This is an optimization exercise on Yosys and OpenROAD, whose aim is small area, a short achievable clock period and few clock cycles per item, not a production implementation. In this exercise RTL edits were held to simulation tests only and were not proved equivalent to the original. Power and IR drop assume default switching activity.

## flow/design.v (module list and top-level ports; edited modules follow where they fit)
// module madd_pipeline: 1446 lines
module madd_pipeline #(parameter data_width = 16, parameter n_blocks = 256, parameter full_width = 2 * data_width + 8, parameter n_channels = 16)
	(
		input wire clk,
		input wire reset,
		input wire enable,
		input  wire in_valid,
		output wire in_ready,
		output wire out_valid,
		input  wire out_ready,
		input  wire [$clog2(n_blocks) - 1 : 0] block_in,
		output wire [$clog2(n_blocks) - 1 : 0] block_out,
		input wire [4:0] shift,
		input wire shift_disable,
		input wire signedness,
		input wire saturate_disable,
		input wire signed [data_width - 1 : 0] arg_a_in,
		input wire signed [data_width - 1 : 0] arg_b_in,
		input wire signed [data_width - 1 : 0] arg_c_in,
		output wire signed [full_width - 1 : 0] result_out,
		input  wire [ch_addr_w - 1 : 0] dest_in,
		output wire [ch_addr_w - 1 : 0] dest_out,
		input  wire [4 - 1 : 0] commit_id_in,
		output wire [4 - 1 : 0] commit_id_out,
		input wire commit_flag_in,
		output wire commit_flag_out
	);
  // ...
==> flow/flow/run.sh <==
#!/bin/bash
# Own layout flow: the standard flow (standard.sh) with a few extra ORFS
# make variables, read one per line from flow/extra.mk. By default the port
# buffers that buffer_ports inserts are plain buf_2 cells (buffer_ports
# otherwise picks clkdlybuf4s50_1, a slow 10 um2 delay cell).
# The full output of the flow goes to flow_standard.log in this folder; each
# ORFS step keeps its own log under orfs/logs/.
set -euo pipefail
cd "$(dirname "$0")/.."
EXTRA=()
PORTBUF="BUFFER_PORTS_ARGS=-buffer_cell sky130_fd_sc_hd__buf_2"
if [[ -f flow/extra.mk ]]; then
  while IFS= read -r line; do
    [[ -z "$line" || "$line" == \#* ]] && continue
    if [[ "$line" == BUFFER_PORTS_ARGS=* ]]; then PORTBUF="$line"; continue; fi
    EXTRA+=("$line")
  done < flow/extra.mk
fi
bash standard.sh "$PORTBUF" ${EXTRA[@]+"${EXTRA[@]}"} finish > flow_standard.log 2>&1
==> flow/standard.sh <==
#!/bin/bash
# synth_recipe.tcl (not shown) runs the flow's synth.tcl, then flattens the netlist and writes it again
# the make line also repeats each setting of config.mk as NAME=value (left out here)
make -C /OpenROAD-flow-scripts/flow DESIGN_CONFIG=/design/flow/config.mk WORK_HOME=/design/flow/orfs CLKGATE_MAP_FILE= SYNTH_SCRIPT=/design/flow/synth_recipe.tcl "${@:-finish}"
==> flow/config.mk <==
export PLATFORM = sky130hd
export DESIGN_NAME = madd_pipeline
export DESIGN_NICKNAME = madd_pipeline
export VERILOG_FILES = /design/flow/design.v
export SDC_FILE = /design/flow/constraint.sdc
export NUM_CORES = 4
export LEC_CHECK = 0
export ABC_AREA = 1
export CAP_MARGIN = 20
export CORE_MARGIN = 2
export CORE_UTILIZATION = 55
export PLACE_DENSITY = 0.75
export SETUP_SLACK_MARGIN = 2.0
export SLEW_MARGIN = 20
==> flow/constraint.sdc <==
create_clock -name core_clock -period 7.5 [get_ports {clk}]
set_input_delay 1.5000 -clock core_clock [delete_from_list [all_inputs] [get_ports {clk}]]
set_output_delay 1.5000 -clock core_clock [all_outputs]
set_load 0.01 [all_outputs]
==> run notes, run 1 <==
The run finished with no timing, DRC or antenna violations. The average instance in the mapped netlist occupies 7.265 µm². The critical path ends at lo_q[11]$_DFFE_PP_. The multi-input combinational cells in the finished layout cover a total of 10790 µm². The worst setup timing slack at the placement stage is 787.4 ps. The share of layout cells above drive strength 1 came out at 13.38%. The met1 usage is 41.09%. The transition at the pin with the smallest max-transition slack came out at 994.7 ps. met2 is the most crowded layer.

The number of cells on the worst reg-to-reg path came out at 4. The global routing met2 resource utilization came out at 51.56%. When the netlist entered floorplanning its net count stood at 2372. The portion of the post-synthesis area used by sequential elements came out at 19.05%. The share of the synthesized area in the top cell type is 18.92%. The overall fraction of global-route tracks in use is 30.83%.

The placed standard-cell area came out at 16130 µm². Of the total standard cell area in the layout, the multi-input combinational portion is 63.65%. The worst setup path is of the primary input to register kind. The highest layer touched by signal routing is met4.

The critical path goes through buf_2 -> inv_1 -> o22ai_1 -> xor2_1 -> fa_1 -> inv_1 -> fa_1 -> inv_1 -> fa_1 -> ha_1 -> a21oi_2 -> nor2_1 -> o21ai_0 -> nand2_1 -> nand2_1 -> inv_1 -> o21ai_0 -> nand2_1 -> xor2_1. The portion of the clock cycle consumed by the worst path in the final layout is 72.33%. The clock-cell share of area came out at 1.956%. The sum of net half-perimeters after detailed placement came out at 35130 µm. Broken down by cell family, the worst path's largest delay share belongs to adder cells. TritonCTS built the clock tree. The core footprint is 27100 µm².

The number of clock buffers in the layout is 9. The arrival time of the worst setup path is 5530 ps. By area, multi-input combinational cells come first. The number of buffers inserted by hold repair at cts is 0. In this run the critical register-to-register path is launched from v_q$_SDFFE_PP0P_.

The share of synthesized area spent on multiplexers is 0.5913%. STA classifies the critical path endpoint as a register. The group that draws the most power in this run is combinational cells.

The final RePlAce weighted congestion is 0.9749. The number of pins with negative max-slew slack in the final report is 0. Setup repair after global routing left no endpoint under its margin. The first-pass iteration count of the detailed router is 6. Input and output buffers added on the ports amount to 136.

In the routed design, unresolved DRC markers number 0. The number of hold violations in the final report came out at 0. STA puts the critical path data required time at 7600 ps. Across the VDD grid, the largest voltage drop is 0.2627 mV. Entering global routing, the biggest net connects 73 pins.
Testbench counts, summed over its fixed seeds: cycles 24,008, items 24,000.
==> run 2: changes to the inputs <==
--- a/flow/flow/run.sh
+++ b/flow/flow/run.sh
@@ -5,4 +5,7 @@
 # otherwise picks clkdlybuf4s50_1, a slow 10 um2 delay cell).
-# The full output of the flow goes to flow_standard.log in this folder; each
-# ORFS step keeps its own log under orfs/logs/.
+# Between synthesis and floorplan, flow/fixinv.py re-chooses the polarity of
+# the full adders to drop the inverters that Yosys leaves between them; it
+# changes no register and no other cell.
+# Logs: flow_synth.log (synthesis), fixinv.log, flow_standard.log (the rest);
+# each ORFS step also keeps its own log under orfs/logs/.
 set -euo pipefail
@@ -18,2 +21,7 @@
 fi
+RES="$PWD/orfs/results/${FLOW_PLATFORM:-sky130hd}/madd_pipeline/base"
+bash standard.sh "$PORTBUF" ${EXTRA[@]+"${EXTRA[@]}"} "$RES/1_2_yosys.v" > flow_synth.log 2>&1
+python3 flow/fixinv.py "$RES/1_2_yosys.v" "$RES/1_2_yosys.fixinv.v" > fixinv.log 2>&1
+cp "$RES/1_2_yosys.v" "$RES/1_2_yosys.orig.v"
+mv "$RES/1_2_yosys.fixinv.v" "$RES/1_2_yosys.v"
 bash standard.sh "$PORTBUF" ${EXTRA[@]+"${EXTRA[@]}"} finish > flow_standard.log 2>&1
==> flow/flow/fixinv.py (new file) <==
#!/usr/bin/env python3
"""Re-choose the polarity of the full adders in a flat sky130 gate netlist.

A full adder is self-dual: FA(~a, ~b, ~c) = (~sum, ~cout). Yosys' extract_fa
often leaves an inverter between two full adders; flipping a full adder (feeding
it the complements of its inputs, so that its outputs carry the complements of
their old values) can remove such inverters. This picks, greedily, the flips
that need the fewest inverters, then rebuilds the inverters: one per signal whose
loads need its complement. Only sky130_fd_sc_hd__inv_1 cells whose nets are not
ports and not named in assign statements are rebuilt; every other cell, and
every register, is left as it is.

usage: fixinv.py IN.v OUT.v
"""
import re
import sys

src = open(sys.argv[1]).read()
cell_re = re.compile(r'^(\s+)(sky130_fd_sc_hd__\w+)\s+(\S+)\s*\((.*?)\);\n', re.S | re.M)
pin_re = re.compile(r'\.(\w+)\(([^()]*)\)')
OUTS = {'X', 'Y', 'Q', 'Q_N', 'SUM', 'COUT', 'HI', 'LO'}
INV = 'sky130_fd_sc_hd__inv_1'
FA = 'sky130_fd_sc_hd__fa_1'

cells = []
for m in cell_re.finditer(src):
    pins = [(p, n.strip()) for p, n in pin_re.findall(m.group(4))]
    cells.append(dict(span=m.span(), ind=m.group(1), typ=m.group(2), name=m.group(3), pins=pins))

protected = set()
hdr = src[:cells[0]['span'][0]] if cells else src
ports = re.search(r'module\s+\w+\s*\((.*?)\);', src, re.S).group(1)
for decl in re.finditer(r'^\s*(input|output|inout)\s*(\[[^\]]*\])?\s*([^;]*);', src, re.M):
    for nm in decl.group(3).split(','):
        nm = nm.strip()
        if decl.group(2):
            hi, lo = [int(x) for x in decl.group(2)[1:-1].split(':')]
            for i in range(min(hi, lo), max(hi, lo) + 1):
                protected.add(f'{nm}[{i}]')
        protected.add(nm)
for a in re.finditer(r'^\s*assign\s+(.*?);', src, re.M | re.S):
    for tok in re.findall(r'\\\S+|[A-Za-z_][\w$]*(?:\s*\[\d+\])?', a.group(1)):
        protected.add(tok.replace(' ', ''))

driver = {}
for c in cells:
    for p, n in c['pins']:
        if p in OUTS:
            driver[n] = (c, p)

def is_free_inv(c):
    if c['typ'] != INV:
        return False
    d = dict(c['pins'])
    return d['A'] not in protected and d['Y'] not in protected

free_inv = [c for c in cells if is_free_inv(c)]
free_ids = set(id(c) for c in free_inv)

root_cache = {}
def root(n):
    """(root net, parity) of net n through free inverters."""
    if n in root_cache:
        return root_cache[n]
    d = driver.get(n)
    if d and id(d[0]) in free_ids:
        r, par = root(dict(d[0]['pins'])['A'])
        res = (r, par ^ 1)
    else:
        res = (n, 0)
    root_cache[n] = res
    return res

# loads: (cell, pin, root, parity) for every input pin of a kept cell
fas = [c for c in cells if c['typ'] == FA]
fa_idx = {id(c): i for i, c in enumerate(fas)}
loads = {}      # root -> list of [cell, pin, parity]
for c in cells:
    if id(c) in free_ids:
        continue
    for p, n in c['pins']:
        if p in OUTS:
            continue
        r, par = root(n)
        loads.setdefault(r, []).append((c, p, par))
# protected nets driven through free inverters are not possible (excluded above)

fa_out_root = {}  # root net -> fa index (its driver)
for i, c in enumerate(fas):
    for p, n in c['pins']:
        if p in ('SUM', 'COUT'):
            fa_out_root[n] = i

flip = [0] * len(fas)
frozen = set(i for i, c in enumerate(fas)
             if any(p in OUTS and n in protected for p, n in c['pins']))

def phase(r):
    i = fa_out_root.get(r)
    return flip[i] if i is not None else 0

def need_inv(r):
    ph = phase(r)
    for c, p, par in loads.get(r, []):
        q = par ^ (flip[fa_idx[id(c)]] if id(c) in fa_idx else 0)
        if q != ph:
            return 1
    return 0

def roots_of_fa(i):
    c = fas[i]
    rs = set()
    for p, n in c['pins']:
        if p in OUTS:
            rs.add(n)
        else:
            rs.add(root(n)[0])
    return rs

before = sum(need_inv(r) for r in loads)
improved = True
rounds = 0
while improved and rounds < 20:
    improved = False
    rounds += 1
    for i in range(len(fas)):
        if i in frozen:
            continue
        rs = roots_of_fa(i)
        old = sum(need_inv(r) for r in rs)
        flip[i] ^= 1
        new = sum(need_inv(r) for r in rs)
        if new < old:
            improved = True
        else:
            flip[i] ^= 1
after = sum(need_inv(r) for r in loads)

# rebuild
def esc(n):
    # escaped identifiers end at white space
    return n + ' ' if n.startswith('\\') else n

inv_net = {}
new_cells = []
new_wires = []
k = [0]
def inv_of(r):
    if r not in inv_net:
        k[0] += 1
        y = f'fixinv_{k[0]}_y'
        inv_net[r] = y
        new_wires.append(y)
        new_cells.append(f'  {INV} fixinv_{k[0]} (\n    .A({esc(r)}),\n    .Y({y})\n  );\n')
    return inv_net[r]

out = []
pos = 0
for c in cells:
    s, e = c['span']
    out.append(src[pos:s])
    pos = e
    if id(c) in free_ids:
        continue
    f = flip[fa_idx[id(c)]] if id(c) in fa_idx else 0
    pins = []
    for p, n in c['pins']:
        if p in OUTS:
            pins.append((p, n))
            continue
        r, par = root(n)
        q = par ^ f
        ph = phase(r)
        pins.append((p, r if q == ph else inv_of(r)))
    body = ',\n'.join(f'{c["ind"]}  .{p}({esc(n)})' for p, n in pins)
    out.append(f'{c["ind"]}{c["typ"]} {c["name"]} (\n{body}\n{c["ind"]});\n')
rest = src[pos:]
i = rest.rfind('endmodule')
out.append(rest[:i] + ''.join(new_cells) + rest[i:])
text = ''.join(out)
# declare the new wires after the module header
j = text.index(');', text.index('module')) + 2
text = text[:j] + '\n' + ''.join(f'  wire {w};\n' for w in new_wires) + text[j:]
open(sys.argv[2], 'w').write(text)
print(f'fixinv: {len(fas)} full adders, {sum(flip)} flipped; inverters rebuilt: '
      f'{len(free_inv)} -> {len(new_cells)} (cost {before} -> {after})', file=sys.stderr)
--- a/flow/config.mk
+++ b/flow/config.mk
@@ -10,5 +10,4 @@
 export CORE_MARGIN = 2
-export CORE_UTILIZATION = 55
-export PLACE_DENSITY = 0.75
-export SETUP_SLACK_MARGIN = 2.0
+export CORE_UTILIZATION = 40
+export SETUP_SLACK_MARGIN = 2.2
 export SLEW_MARGIN = 20
==> run 2 against run 1 <==
  * Still clean
  * Hold slack worse by 4.5 ps
  * Clock-buffer cell count stayed put
  * Via count is 4.5% lower
  * Non-clock buffer count is 15 higher
  * Synthesized cell count is 6.2% lower
  * Critical path type unchanged
  * Largest cell class unchanged
==> run notes, run 2 <==
The clock root buffer was clkbuf_16 (unchanged). The first-pass iteration count of the detailed router is 6 (unchanged). The deepest clock path buffer count was 2 (unchanged). The fraction of power spent switching nets is 50.31% (was 51.68%). The smallest hold slack is 483.2 ps (was 487.7 ps). The fraction of power consumed by combinational cells is 77.3% (was 75.8%). The synthesis warning total is 1 (unchanged).

The flop-to-flop setup slack is 5480 ps (was 5450 ps). The worst-case headroom to the max-slew limit came to 34.24% (was 33.61%). The launching point of the worst reg2reg path was v_q$_SDFFE_PP0P_ (unchanged). The transition at the pin with the smallest max-transition slack is 985.3 ps (was 994.7 ps). The number of antenna-violating nets in the routed design was 0 (unchanged). The beginning of the critical path is arg_a_in[6] (was arg_a_in[4]). The number of pins with negative max-slew slack in the final report came to 0 (unchanged). The full die area is 38420 µm² (was 29050 µm²).

The setup slack of the critical path after layout came to 2310 ps (was 2075 ps). The required time at the endpoint of the critical path came to 7600 ps (about the same). The origin of the worst min-delay path is v_q$_SDFFE_PP0P_ (unchanged). The share of layout cells above drive strength 1 was 17.50% (was 13.38%).

The area overhead of the layout relative to synthesis came to 16.68% (was 11.28%). The capture point of the worst path is lo_q[13]$_DFFE_PP_ (was lo_q[11]$_DFFE_PP_). The total net switching power came out at 3.319 mW (was 3.247 mW). Run status: finished clean (unchanged). The routed wire length per instance came out at 18.00 µm (was 17.35 µm).

The net count after synthesis came to 2242 (was 2372). The per-cell via count in the routed design came out at 5.426 (was 5.646). The path type of the worst min-delay path is register to register (unchanged). The post-synth design cell area is 14750 µm² (was 15230 µm²). The CTS tree is done (unchanged).

The maximum fanout along the worst path came out at 16 (unchanged). The type of destination of the critical path is a register (unchanged). Unrepaired setup endpoints after global routing: true (was false). The cell area power density was 383.4 nW/µm² (was 370.6 nW/µm²).

The internal power component is 3.278 mW (was 3.035 mW). The core footprint came out at 36430 µm² (was 27100 µm²). The final RePlAce weighted congestion is 0.9146 (was 0.9749). The number of antenna violations at the first check in global routing is 0 (unchanged). The residual overflow from global routing came out at 0 (unchanged). Most frequent cells in the layout: nand2_1, inv_1, xor2_1 (unchanged). The level count of the clock H-tree was 3 (unchanged). The total of buffers placed on input and output ports came out at 136 (unchanged).

The arrival time of the worst setup path came out at 5290 ps (was 5530 ps). The achievable clock frequency is 0.1927 GHz (was 0.1843 GHz). The type of element launching the critical path is a primary input (unchanged).

The wire length of the first global-routing pass came out at 70720 µm (was 70630 µm). The number of CTS-inserted buffers is 9 (unchanged). The sum of negative setup slack came to 0 ps (unchanged). The number of cells on the worst reg-to-reg path came out at 4 (unchanged). The portion of the clock cycle consumed by the worst path in the final layout is 69.20% (was 72.33%). The clock sink count came out at 97 (unchanged). Largest registers: h0_q (20), h1_q (20), c_q (16) (unchanged). The number of placement rows came out at 70 (was 60). The number of vias after detailed routing is 13770 (was 14420). The number of design rule violations left after detail routing came to 0 (unchanged).

The via count of the first global-routing pass came out at 13090 (was 13810). The sequential fraction of design power is 15.6% (was 15.9%). The largest clock skew in the final design is 12.79 ps (was 19.74 ps). The total wirelength of the detailed-routed design came to 45670 µm (was 44310 µm). The terminus of the critical flop-to-flop path is c_q[14]$_DFFE_PP_ (was c_q[2]$_DFFE_PP_).

The antenna diode count came out at 0 (unchanged). The overall fraction of global-route tracks in use came out at 23.41% (was 30.83%). The maximum number of pins on one net before global-route repair came out at 73 (unchanged). The initial DRC count came out at 1059 (was 1418). The worst setup timing slack at the placement stage is 1338 ps (was 787.4 ps). The floorplan die width was 196.0 µm (was 170.4 µm).

The clock slew at the register clock pins of the worst setup and hold paths was 60 ps (was 70 ps). The number of hold violations in the final report is 0 (unchanged). The relative contribution of the clock network to total power came out at 7.1% (was 8.3%). The final critical-path required period is 5190 ps (was 5425 ps).

The count of nets after finishing came to 2339 (was 2452). The most common cell after layout, fill and taps aside is nand2_1 (unchanged). The die span in y is 196.0 µm (was 170.4 µm). The initial core utilization came out at 40.47% (was 56.21%). The count of placed standard cells in the final layout, fillers left out is 2537 (was 2554).

The reported leakage power came to 7.808 nW (was 8.297 nW). The source-to-sink clock delay at the later pin of the worst-skew pair is 360 ps (about the same). The cell count after synthesis came out at 1967 (was 2097). The number of placed instances with taps included is 2482 (was 2516). The total power consumption of the routed design is 6.598 mW (was 6.282 mW).

The kind of critical path is primary input to register (unchanged). The number of endpoints failing setup at the final stage came out at 0 (unchanged). The worst voltage drop across the vdd grid came to 0.2533 mV (was 0.2627 mV).

The total of max-cap violations was 0 (unchanged). The sum of net half-perimeters after detailed placement is 36250 µm (was 35130 µm). The mean cell area of the mapped netlist came out at 7.497 µm² (was 7.265 µm²). The count of boundary I/O pins came out at 137 (unchanged).
run 2: cell count changes in the layout (fill, tap and decap cells not counted), sizes merged:
cell    delta
nand3      +1
bufinv     -1
inv      -130
nand2      +1
clkinv     +1
buf       +15
run 2: layout make-up:
class / count / area [µm²]
fill: 3673 / 19230
multi-input combinational: 1530 / 11320
sequential: 97 / 2903
timing repair buffer: 188 / 1142
inverter: 238 / 952.2
tap: 468 / 585.6
clock buffer: 9 / 225.2
clock inverter: 7 / 77.57
run 2: power groups by stage:
stage,Sequential (mW),Clock [mW],Combinational [mW]
2_1_floorplan,0.985,0,3.34
3_3_place_gp,1.01,0,4.39
3_5_place_dp,1.01,0,4.46
4_1_cts,1.01,0.481,4.55
5_1_grt,1.04,0.498,5.76
6_report,1.03,0.467,5.10
run 2: worst min-delay path by stage:
| stage | end | depth (start not counted) |
|---|---|---|
| after floorplan | v_q$_SDFFE_PP0P_ | 2 |
| final | v_q$_SDFFE_PP0P_ | 2 |
| after detailed placement | v_q$_SDFFE_PP0P_ | 2 |
| after CTS | v_q$_SDFFE_PP0P_ | 2 |
| after global placement | v_q$_SDFFE_PP0P_ | 2 |
| after global routing | v_q$_SDFFE_PP0P_ | 2 |
run 2: repair_timing:
action / in CTS / in global routing
pin swaps: 7 / 31
hold buffers: 0 / 0
setup endpoints to repair: 56 / 56
gates resized for setup: 52 / 123
gates cloned: 1 / 2
buffers inserted: 13 / 23
run 2: critical path, stage by stage:
cell     delay [ps]
buf_2           110
inv_1           450
o22ai_1         200
xor2_1          200
fa_1            430
inv_1           110
fa_1            430
fa_1            540
fa_1            460
ha_4            310
inv_1            80
o31ai_1         240
a21oi_1          70
nand2_1          80
xor2_1           60
run 2: metal layers:
metal / part of all wire (%) / global-route usage (%) / wire, µm
met3: 5.1 / 2.252 / 2343
met1: 44 / 31.82 / 19990
met4: 3.1 / 7.688 / 1417
met2: 48 / 39.36 / 21920
met5: 0 / 0 / 0
run 2: metrics by stage:
step	instance area [µm²]	util, %
after floorplan	14940	-
after global placement	15810	43.38
after detailed placement	15810	43.38
after CTS	16410	45.03
after global routing	17210	47.23
final	17210	47.23
==> run 3: changes to the inputs <==
--- a/flow/config.mk
+++ b/flow/config.mk
@@ -11,3 +11,3 @@
 export CORE_UTILIZATION = 40
-export SETUP_SLACK_MARGIN = 2.2
+export SETUP_SLACK_MARGIN = 2.0
 export SLEW_MARGIN = 20
==> run 3 against run 2 <==
  * Critical endpoint is now lo_q[14]$_DFFE_PP_
  * Power down 6.9%
  * Register-to-register slack worse by 40 ps
  * Via count shrank 1.0%
  * Highest routed layer unchanged
  * Clock power grew 4.9%
  * Still clean on timing, DRC and antenna
  * Wire length fell by 1.4%
==> run notes, run 3 <==
The number of design rule violations left after detail routing is 0 (unchanged). Largest registers: h0_q (20), h1_q (20), c_q (16) (unchanged). The worst voltage drop across the vdd grid came out at 0.2025 mV (was 0.2533 mV). The count of fill cells added during filler insertion is 3708 (was 3673). Unrepaired setup endpoints after global routing: false (was true). The count of nets after finishing came out at 2319 (was 2339). The arrival time of the worst setup path came to 5510 ps (was 5290 ps). The count of boundary I/O pins is 137 (unchanged). The maximum fanout along the worst path is 19 (was 16).

The cell area power density came out at 371.7 nW/µm² (was 383.4 nW/µm²). The terminus of the critical flop-to-flop path was lo_q[4]$_DFFE_PP_ (was c_q[14]$_DFFE_PP_). The number of pins with negative max-slew slack in the final report was 0 (unchanged). The initial core utilization came out at 40.47% (unchanged). The share of layout cells above drive strength 1 is 13.71% (was 17.50%).

The number of CTS-inserted buffers is 9 (unchanged). The flop-to-flop setup slack came out at 5440 ps (was 5480 ps). The number of antenna-violating nets in the routed design came out at 0 (unchanged). The net count after synthesis is 2242 (unchanged). The overall fraction of global-route tracks in use is 23.58% (was 23.41%). The core footprint is 36430 µm² (unchanged). The number of cells traversed by the worst hold path came out at 2 (unchanged). The library cell contributing the largest single delay on the critical path was fa_1 (unchanged). The origin of the worst min-delay path is v_q$_SDFFE_PP0P_ (unchanged). The placed standard-cell area came to 15800 µm² (was 15810 µm²). The maximum number of pins on one net before global-route repair is 71 (was 73). The total net switching power came out at 3.118 mW (was 3.319 mW).

The portion of the clock cycle consumed by the worst path in the final layout came out at 70.97% (was 69.20%). The total non-filler cell area in the finished layout is 16530 µm² (was 17210 µm²). The number of buffers inserted by hold repair at cts was 0 (unchanged). The most common cell after layout, fill and taps aside was nand2_1 (unchanged).

The total wirelength of the detailed-routed design came to 45020 µm (was 45670 µm). The fraction of power consumed by combinational cells came out at 75.8% (was 77.3%). The source-to-sink clock delay at the later pin of the worst-skew pair is 350 ps (was 360 ps).

The initial DRC count is 940 (was 1059). The largest clock skew in the final design is 6.873 ps (was 12.79 ps). The type of element launching the critical path is a primary input (unchanged).

The full die area is 38420 µm² (unchanged). Critical path, cell by cell: buf_2 -> nor2_1 -> inv_1 -> nor2_2 -> buf_6 -> clkinv_4 -> o21ai_0 -> o21ai_0 -> o21ai_1 -> o22ai_1 -> fa_1 -> fa_1 -> fa_1 -> ha_4 -> inv_1 -> o21bai_2 -> a21oi_1 -> o21bai_1 -> a21oi_1 -> o21bai_1 (was buf_2 -> inv_1 -> o22ai_1 -> xor2_1 -> fa_1 -> inv_1 -> fa_1 -> fa_1 -> fa_1 -> ha_4 -> inv_1 -> o31ai_1 -> a21oi_1 -> nand2_1 -> xor2_1). The largest stage delay on the critical path came out at 530 ps (was 540 ps). The fraction of power spent switching nets came out at 50.76% (was 50.31%).

The number of hold violations in the final report is 0 (unchanged). The relative contribution of the clock network to total power is 8.0% (was 7.1%). The reported leakage power is 7.629 nW (was 7.808 nW). The mean cell area of the mapped netlist is 7.497 µm² (unchanged). The total of max-cap violations came to 0 (unchanged).

The post-synth design cell area was 14750 µm² (unchanged). The per-cell via count in the routed design is 5.414 (was 5.426). The clock sink count came out at 97 (unchanged). The first-pass iteration count of the detailed router is 7 (was 6). The via count of the first global-routing pass came out at 13290 (was 13090). The internal power component came out at 3.025 mW (was 3.278 mW). The residual overflow from global routing came out at 0 (unchanged). The level count of the clock H-tree is 3 (unchanged). The deepest clock path buffer count is 2 (unchanged). The CTS tree is done (unchanged). The total power consumption of the routed design is 6.143 mW (was 6.598 mW). Most frequent cells in the layout: nand2_1, inv_1, xor2_1 (unchanged). The floorplan die width is 196.0 µm (unchanged).

The achievable clock frequency was 0.1879 GHz (was 0.1927 GHz). The path type of the worst min-delay path is register to register (unchanged). The wire length of the first global-routing pass is 71590 µm (was 70720 µm). The final RePlAce weighted congestion is 0.9283 (was 0.9146). The transition at the pin with the smallest max-transition slack came to 1030 ps (was 985.3 ps). The number of vias after detailed routing came out at 13630 (was 13770). The area overhead of the layout relative to synthesis came out at 12.07% (was 16.68%).

The number of endpoints failing setup at the final stage came out at 0 (unchanged). The cell count after synthesis is 1967 (unchanged). The routed wire length per instance is 17.89 µm (was 18.00 µm). The number of cells on the worst reg-to-reg path came out at 4 (unchanged). The type of destination of the critical path is a register (unchanged). Run status: finished clean (unchanged).

The kind of critical path is primary input to register (unchanged). The final critical-path required period came to 5323 ps (was 5190 ps). The required time at the endpoint of the critical path came out at 7690 ps (was 7600 ps). The clock slew at the register clock pins of the worst setup and hold paths is 70 ps (was 60 ps). The clock root buffer is clkbuf_16 (unchanged). The synthesis warning total is 1 (unchanged).

The number of placement rows is 70 (unchanged). The total of buffers placed on input and output ports is 136 (unchanged). The antenna diode count is 0 (unchanged). The endpoint with the worst hold slack is v_q$_SDFFE_PP0P_ (unchanged). The die span in y came to 196.0 µm (unchanged). The launching point of the worst reg2reg path is v_q$_SDFFE_PP0P_ (unchanged). The sum of net half-perimeters after detailed placement is 36070 µm (was 36250 µm). The worst-case headroom to the max-slew limit is 31.23% (was 34.24%). The sequential fraction of design power came out at 16.3% (was 15.6%). The number of antenna violations at the first check in global routing is 0 (unchanged). The sum of negative setup slack is 0 ps (unchanged).

The cell occurring most often along the worst timing path is fa_1 (unchanged).
run 3: cell types whose count changed in the layout (fill, tap and decap cells not counted), sizes merged:
cell and change:
buf -20, bufinv +1, clkbuf +3, clkinv +2, clkinvlp -1, inv -3, nand2 -1, nand3 -1
run 3: how the worst max path moves through the flow:
stage / end / cells past startpoint / slack [ps] / from
finish: lo_q[14]$_DFFE_PP_ / 20 / 2180 / shift_disable
global route: result_out[29] / 19 / 1980 / h1_q[28]$_DFFE_PP_
CTS: h1_q[17]$_DFFE_PP_ / 10 / 1900 / arg_b_in[15]
detailed placement: lo_q[14]$_DFFE_PP_ / 20 / 1300 / shift_disable
global placement: lo_q[13]$_DFFE_PP_ / 23 / 1380 / shift_disable
floorplan: lo_q[13]$_DFFE_PP_ / 17 / 2010 / arg_b_in[5]
run 3: layer usage:
| layer | vias to the layer above | wire (µm) | track usage (%) |
|---|---|---|---|
| li1 | 6646 | - | - |
| met1 | 6483 | 19990 | 31.66 |
| met2 | 436 | 21510 | 40.00 |
| met3 | 62 | 2281 | 2.424 |
| met4 | 0 | 1243 | 7.660 |
| met5 | - | 0 | 0 |
run 3: timing repair:
action | CTS | global route
pin swaps | 2 | 4
gates resized for setup | 13 | 66
endpoints found under the setup margin | 36 | 56
setup buffers | 8 | 3
gates cloned | 1 | 0
run 3: cell type report:
type	count	area (µm²)	share of cell area [%]
multi-input cells	1528	10790	65.30
inverters	238	940.9	5.693
flip-flops and latches	97	2903	17.56
repair buffers	170	984.7	5.958
clock buffers	10	229.0	1.385
well taps	468	585.6	3.543
clock inverters	6	91.34	0.5527
run 3: power groups by stage:
stage | Combinational, mW | Clock (mW) | Sequential (mW)
floorplan | 3.32 | 0 | 0.985
global placement | 4.40 | 0 | 1.01
detailed placement | 4.48 | 0 | 1.01
CTS | 4.51 | 0.499 | 0.998
global route | 5.31 | 0.519 | 1.01
finish | 4.65 | 0.490 | 0.999
run 3: critical path, delay by kind of cell:
kind | cells | cell delay (ps)
simple gates | 2 | 210
buf+inv | 5 | 480
compound gates | 9 | 1620
fa+ha+maj | 4 | 1700
run 3: through the flow:
step	setup slack (ps)	hold slack, ps	instances	util (%)
3_3_place_gp	1382	460.5	2489	43.37
2_1_floorplan	2006	488.4	1967	-
6_report	2177	469.3	2517	45.36
3_5_place_dp	1298	459.8	2489	43.37
5_1_grt	1979	505.2	2517	45.36
4_1_cts	1903	470.4	2514	44.57

-- static timing again, ports no longer ideal --
The flow's constraints put no driver on any port. The routed layouts listed below were extracted and timed again, unchanged, in two steps. Step 1, drivers: a clkbuf_16 drives clk and a buf_2 each remaining input, both assumed. Step 2 also shifts input and output timing later by t, the mid clock arrival at the registers, as if the neighbouring blocks saw the same clock. Slacks: ideal / step 1 / step 2; pairs: ideal / step 1.
| run | t (ns) | setup WS [ns] | hold slack, ns | slew at the worst register clock pin (ns) |
|---|---|---|---|---|
| run 1 | 0.399 | 2.075 / 2.104 / 1.705 | 0.488 / 0.488 / 0.488 | 0.09 / 0.09 |
| run 2 | 0.401 | 2.310 / 2.337 / 1.935 | 0.483 / 0.483 / 0.483 | 0.08 / 0.08 |
| run 3 | 0.390 | 2.177 / 2.190 / 1.800 | 0.469 / 0.469 / 0.469 | 0.07 / 0.07 |
After both steps setup and hold are still met in every run listed. The setup slack of run 3, which loses most, moves by +0.013 ns with the drivers and by -0.377 ns with both steps.
